This is an optimization exercise on Yosys and OpenROAD, whose aim is small area, not a production implementation. Only simulation tests tie the RTL to the original design; equivalence was not proved. Power is estimated from default activity; no workload was simulated.

==> module SpeedM, before the edit <==
module SpeedM(
	clk120,
	rst_n,
	Hall_a,
	Hall_b,
	Hall_c,
	Speed_Value,
	sv_h,
	time_sv
    );
input clk120,rst_n;
input Hall_a,Hall_b,Hall_c;
output [30:0] Speed_Value;
output [31:0] sv_h;
output reg [30:0] time_sv;
wire hallwave = (Hall_a ^ Hall_b) ^ Hall_c;
reg hallwave1, hallwave2, hallwave3, hallwave4;
always @(posedge clk120 or negedge rst_n)
  if (!rst_n) begin
    hallwave1 <= 1'b0;
    hallwave2 <= 1'b0;
    hallwave3 <= 1'b0;
    hallwave4 <= 1'b0;
  end else begin
    hallwave1 <= hallwave;
    hallwave2 <= hallwave1;
    hallwave3 <= hallwave2;
    hallwave4 <= hallwave3;
  end
wire hallwave_pn = hallwave4 ^ hallwave3;
localparam SV_IDLE_PN = 2'd0, WT_POS_PN = 2'd1, WT_POS2_PN = 2'd2, SpeedZero_PN = 2'd3;
reg [17:0] SVCnt_PN;
reg [17:0] SVMema0, SVMema1;
reg        SV_EN_FLAG_PN;
reg [1:0]  SVstate_PN;
wire pn_timeout = (SVCnt_PN > 18'd240000);
always @(posedge clk120 or negedge rst_n)
  if (!rst_n) begin
    SVCnt_PN <= 18'd0;
    SVMema0 <= 18'd0;
    SV_EN_FLAG_PN <= 1'b0;
    SVstate_PN <= SV_IDLE_PN;
  end else begin
    case (SVstate_PN)
      SV_IDLE_PN, WT_POS_PN: begin
        if (hallwave_pn) begin
          SVstate_PN <= (SVstate_PN == SV_IDLE_PN) ? WT_POS_PN : WT_POS2_PN;
          SVCnt_PN <= 18'd0;
        end else if (pn_timeout) begin
          SVstate_PN <= (SVstate_PN == SV_IDLE_PN) ? WT_POS_PN : SpeedZero_PN;
          SVCnt_PN <= 18'd0;
        end else
          SVCnt_PN <= SVCnt_PN + 1'b1;
      end
      WT_POS2_PN: begin
        if (hallwave_pn) begin
          SV_EN_FLAG_PN <= 1'b1;
          SVMema0 <= SVCnt_PN;
          SVCnt_PN <= 18'd0;
        end else if (pn_timeout) begin
          SVCnt_PN <= 18'd0;
          SVstate_PN <= SpeedZero_PN;
        end else
          SVCnt_PN <= SVCnt_PN + 1'b1;
      end
      default: begin
        SV_EN_FLAG_PN <= 1'b0;
        SVstate_PN <= SV_IDLE_PN;
      end
    endcase
  end
always @(posedge clk120)
  if (SVstate_PN == WT_POS2_PN && hallwave_pn)
    SVMema1 <= SVMema0;
reg        Filter_State;
reg [18:0] SpeedV;
always @(posedge clk120 or negedge rst_n)
  if (!rst_n) begin
    Filter_State <= 1'b0;
    SpeedV <= 19'd0;
  end else if (Filter_State) begin
    SpeedV <= {1'b0, SVMema0} + {1'b0, SVMema1};
    Filter_State <= 1'b0;
  end else if (SV_EN_FLAG_PN)
    Filter_State <= 1'b1;
  else
    SpeedV <= 19'd0;
assign Speed_Value = {12'd0, SpeedV};
localparam SV_IDLE_H = 2'd0, WT_NEG_H = 2'd1, WT_POS_H = 2'd2, WT_POS2_H = 2'd3;
reg [1:0]  SVstate_H;
reg [5:0]  cnt_count;    
reg        lapped;       
reg        first;        
reg        rep;          
reg        clr;          
reg        run_on;       
reg [30:0] sv_h_cnt;     
reg [23:0] sv_hr;
reg [18:0] since;
wire last_pos  = (cnt_count == 6'd35);
wire h_timeout = (SVstate_H != WT_POS2_H) ? (since > 19'd400008) :
                 !(first || rep || run_on) && (since > 19'd400007);
always @(posedge clk120 or negedge rst_n)
  if (!rst_n) begin
    SVstate_H <= SV_IDLE_H;
    rep <= 1'b0;
  end else begin
    rep <= 1'b0;
    case (SVstate_H)
      SV_IDLE_H: SVstate_H <= WT_NEG_H;
      WT_NEG_H:  if (hallwave_pn || h_timeout) SVstate_H <= WT_POS_H;
      WT_POS_H: begin
        if (hallwave_pn) SVstate_H <= WT_POS2_H;
        else if (h_timeout) SVstate_H <= SV_IDLE_H;
      end
      default: begin
        if (hallwave_pn) begin
          if (last_pos || lapped) rep <= 1'b1;
        end else if (h_timeout)
          SVstate_H <= SV_IDLE_H;
      end
    endcase
  end
always @(posedge clk120) begin
  first <= 1'b0;
  clr <= (SVstate_H != WT_POS2_H);
  case (SVstate_H)
    SV_IDLE_H: begin
      cnt_count <= 6'd0;
      lapped <= 1'b0;
    end
    WT_POS_H:
      if (hallwave_pn) first <= 1'b1;
    WT_POS2_H:
      if (hallwave_pn) begin
        cnt_count <= last_pos ? 6'd0 : cnt_count + 1'b1;
        if (last_pos) lapped <= 1'b1;
        if (!(last_pos || lapped)) first <= 1'b1;
      end
    default: ;
  endcase
end
always @(posedge clk120)
  run_on <= rep;
localparam [18:0] MEMBER = 19'h7ffff;
reg [18:0] ring [0:34];
reg [23:0] wcnt;         
wire adv = (SVstate_H == WT_POS2_H) && hallwave_pn;    
wire        ring_we = first | rep;
wire [18:0] ring_wd = run_on ? MEMBER : since;
integer i;
always @(posedge clk120) begin
  if (adv) begin
    for (i = 0; i < 34; i = i + 1)
      ring[i] <= ring[i + 1];
    ring[34] <= ring_we ? ring_wd : ring[0];
  end else if (ring_we)
    ring[0] <= ring_wd;
end
reg [35:1] zt;    
reg [5:0]  zc;
always @* begin
  zt[35] = 1'b0;
  zt[1] = &ring[1][18:16];
  for (i = 2; i < 35; i = i + 1)
    zt[i] = zt[i - 1] & (&ring[i][18:16]);
  zc = 6'd0;
  for (i = 1; i < 35; i = i + 1)
    if (zt[i] && !zt[i + 1])
      zc = zc | i;
end
wire        rd_member = &ring[0][18:16];
wire        run_full = run_on && zt[34] && (rep || rd_member);
wire        bump = adv && last_pos && !lapped;
always @(posedge clk120) begin
  if (first && clr)                  
    wcnt <= 24'd0;
  else if (run_full)
    wcnt <= 24'd0;
  else if (rep && !rd_member)
    wcnt <= wcnt - {5'd0, ring[0]} - {18'd0, zc};
  else
    wcnt <= wcnt + 1'b1;
  if (SVstate_H != WT_POS2_H) begin
    if (SVstate_H == SV_IDLE_H || hallwave_pn || h_timeout)
      since <= 19'd0;
    else
      since <= since + 1'b1;
  end else if (first)
    since <= {18'd0, bump};
  else if (run_on && !rep)
    since <= 19'd1;
  else
    since <= since + {bump, !bump};
end
always @(posedge clk120 or negedge rst_n)
  if (!rst_n) begin
    sv_hr <= 24'd0;
    sv_h_cnt <= 31'd0;
    time_sv <= 31'd0;
  end else begin
    if (rep) begin
      sv_hr <= wcnt;
      time_sv <= sv_h_cnt;
    end else if (clr)
      sv_hr <= 24'd0;
    sv_h_cnt <= sv_h_cnt + 1'b1;
  end
assign sv_h = {8'd0, sv_hr};
endmodule
clock: 8.0 ns
lec_check: 0
cap_margin: 20
core_margin: 2
core_utilization: 40
cts_buf_list: sky130_fd_sc_hd__clkbuf_16
cts_cluster_diameter: 100
cts_cluster_size: 30
gpl_timing_driven: 0
slew_margin: 20
standard.sh (not shown) runs the stock make flow with config.mk's settings and CLKGATE_MAP_FILE= SYNTH_SCRIPT=/design/flow/synth_recipe.tcl, a recipe that flattens the netlist after the stock synthesis.
==> flow/flow/run.sh <==
#!/bin/bash
# The standard ORFS layout (standard.sh, with the standard synthesis
# unchanged) with four changes:
#  - after the floorplan, OpenROAD's restructure re-maps the combinational
#    logic for area (registers untouched), with a Liberty file that leaves out
#    the platform's don't-use cells;
#  - clock tree synthesis without dummy loads, larger sink clusters;
#  - port buffers of the smallest buffer cell;
#  - before ORFS's repair_design, location-clustered buffer trees for the
#    high-fanout signal nets (flow/fanout_tree.tcl, an ORFS PRE_RESIZE hook).
# Each step's output goes to a log file in this folder (and ORFS's own logs).
set -euo pipefail
cd "$(dirname "$0")/.."
export CTS_ARGS="-sink_clustering_enable -repair_clock_nets -dont_use_dummy_load -sink_clustering_size 30 -sink_clustering_max_diameter 100 -buf_list sky130_fd_sc_hd__clkbuf_16"
export BUFFER_PORTS_ARGS="-buffer_cell sky130_fd_sc_hd__buf_1"
export PRE_RESIZE_TCL="$PWD/flow/fanout_tree.tcl"
bash standard.sh floorplan > make_floorplan.log 2>&1
mkdir -p rsz_work
export RES=$PWD/orfs/results/sky130hd/SpeedM/base
export RSZ_WORK=$PWD/rsz_work
export RSZ_LIB=$PWD/rsz_work/lib_no_dont_use.lib
python3 flow/filter_lib.py "$FLOW_HOME/platforms/sky130hd/config.mk" \
  "$FLOW_HOME/platforms/sky130hd/lib/sky130_fd_sc_hd__tt_025C_1v80.lib" "$RSZ_LIB" > filter_lib.log 2>&1
openroad -no_init -exit flow/restructure.tcl > restructure.log 2>&1
rm -f "$RSZ_LIB"
bash standard.sh finish > make_finish.log 2>&1
Other scripts of this flow, unchanged in this note and not shown: flow/flow/fanout_tree.tcl, flow/flow/filter_lib.py, flow/flow/restructure.tcl
Next try:
--- a/flow/design.v
+++ b/flow/design.v
@@ -145,21 +145,19 @@
   run_on <= rep;
 localparam [18:0] MEMBER = 19'h7ffff;
 reg [18:0] ring [0:34];
 reg [23:0] wcnt;         
 wire adv = (SVstate_H == WT_POS2_H) && hallwave_pn;    
-wire        ring_we = first | rep;
+wire        ring_we = first | rep;                      
 wire [18:0] ring_wd = run_on ? MEMBER : since;
 integer i;
-always @(posedge clk120) begin
-  if (adv) begin
+always @(posedge clk120)
+  if (ring_we) begin
     for (i = 0; i < 34; i = i + 1)
       ring[i] <= ring[i + 1];
-    ring[34] <= ring_we ? ring_wd : ring[0];
-  end else if (ring_we)
-    ring[0] <= ring_wd;
-end
+    ring[34] <= ring_wd;
+  end
 reg [35:1] zt;    
 reg [5:0]  zc;
 always @* begin
   zt[35] = 1'b0;
   zt[1] = &ring[1][18:16];
- utilization is lower by 0.20 points
- final area came out lower by 0.32%
- die area stays flat
- worst setup slack gains 96 ps
- hold slack gets better by 6.7 ps
- clock-buffer cell count does not change
- sequential cell count is unchanged
- sequential power increases by 19%
- global-route usage is lower by 0.97 points
- clock power is about the same
- via count fell by 2.0%
- synthesized cell count shrinks by 3.1%
- total power is higher by 15%

[afterwards: timing with drivers on the ports]
The flow's constraints put no driver on any port. The routed layouts listed below were extracted and timed again, unchanged, in two steps. Step 1 assumes that a clkbuf_16 drives the clock port and a buf_2 every other input. Step 2, shift: input delay + t, output delay - t, t = (earliest + latest rising clock arrival at the registers) / 2. This alone moves slack from input paths to output paths. Slacks: ideal ports / drivers / drivers and shift; pairs: ideal ports / drivers.
run	shift t [ns]	setup WS [ns]	worst setup path at the end	latest minus earliest clock arrival (ns)	worst data-port slew with drivers (ns)
the first run	0.607	0.621 / 0.621 / 0.621	register to register	0.098 / 0.098	0.03
the second run	0.594	0.717 / 0.717 / 0.717	register to register	0.075 / 0.075	0.03
After both steps every run listed still meets setup and hold.
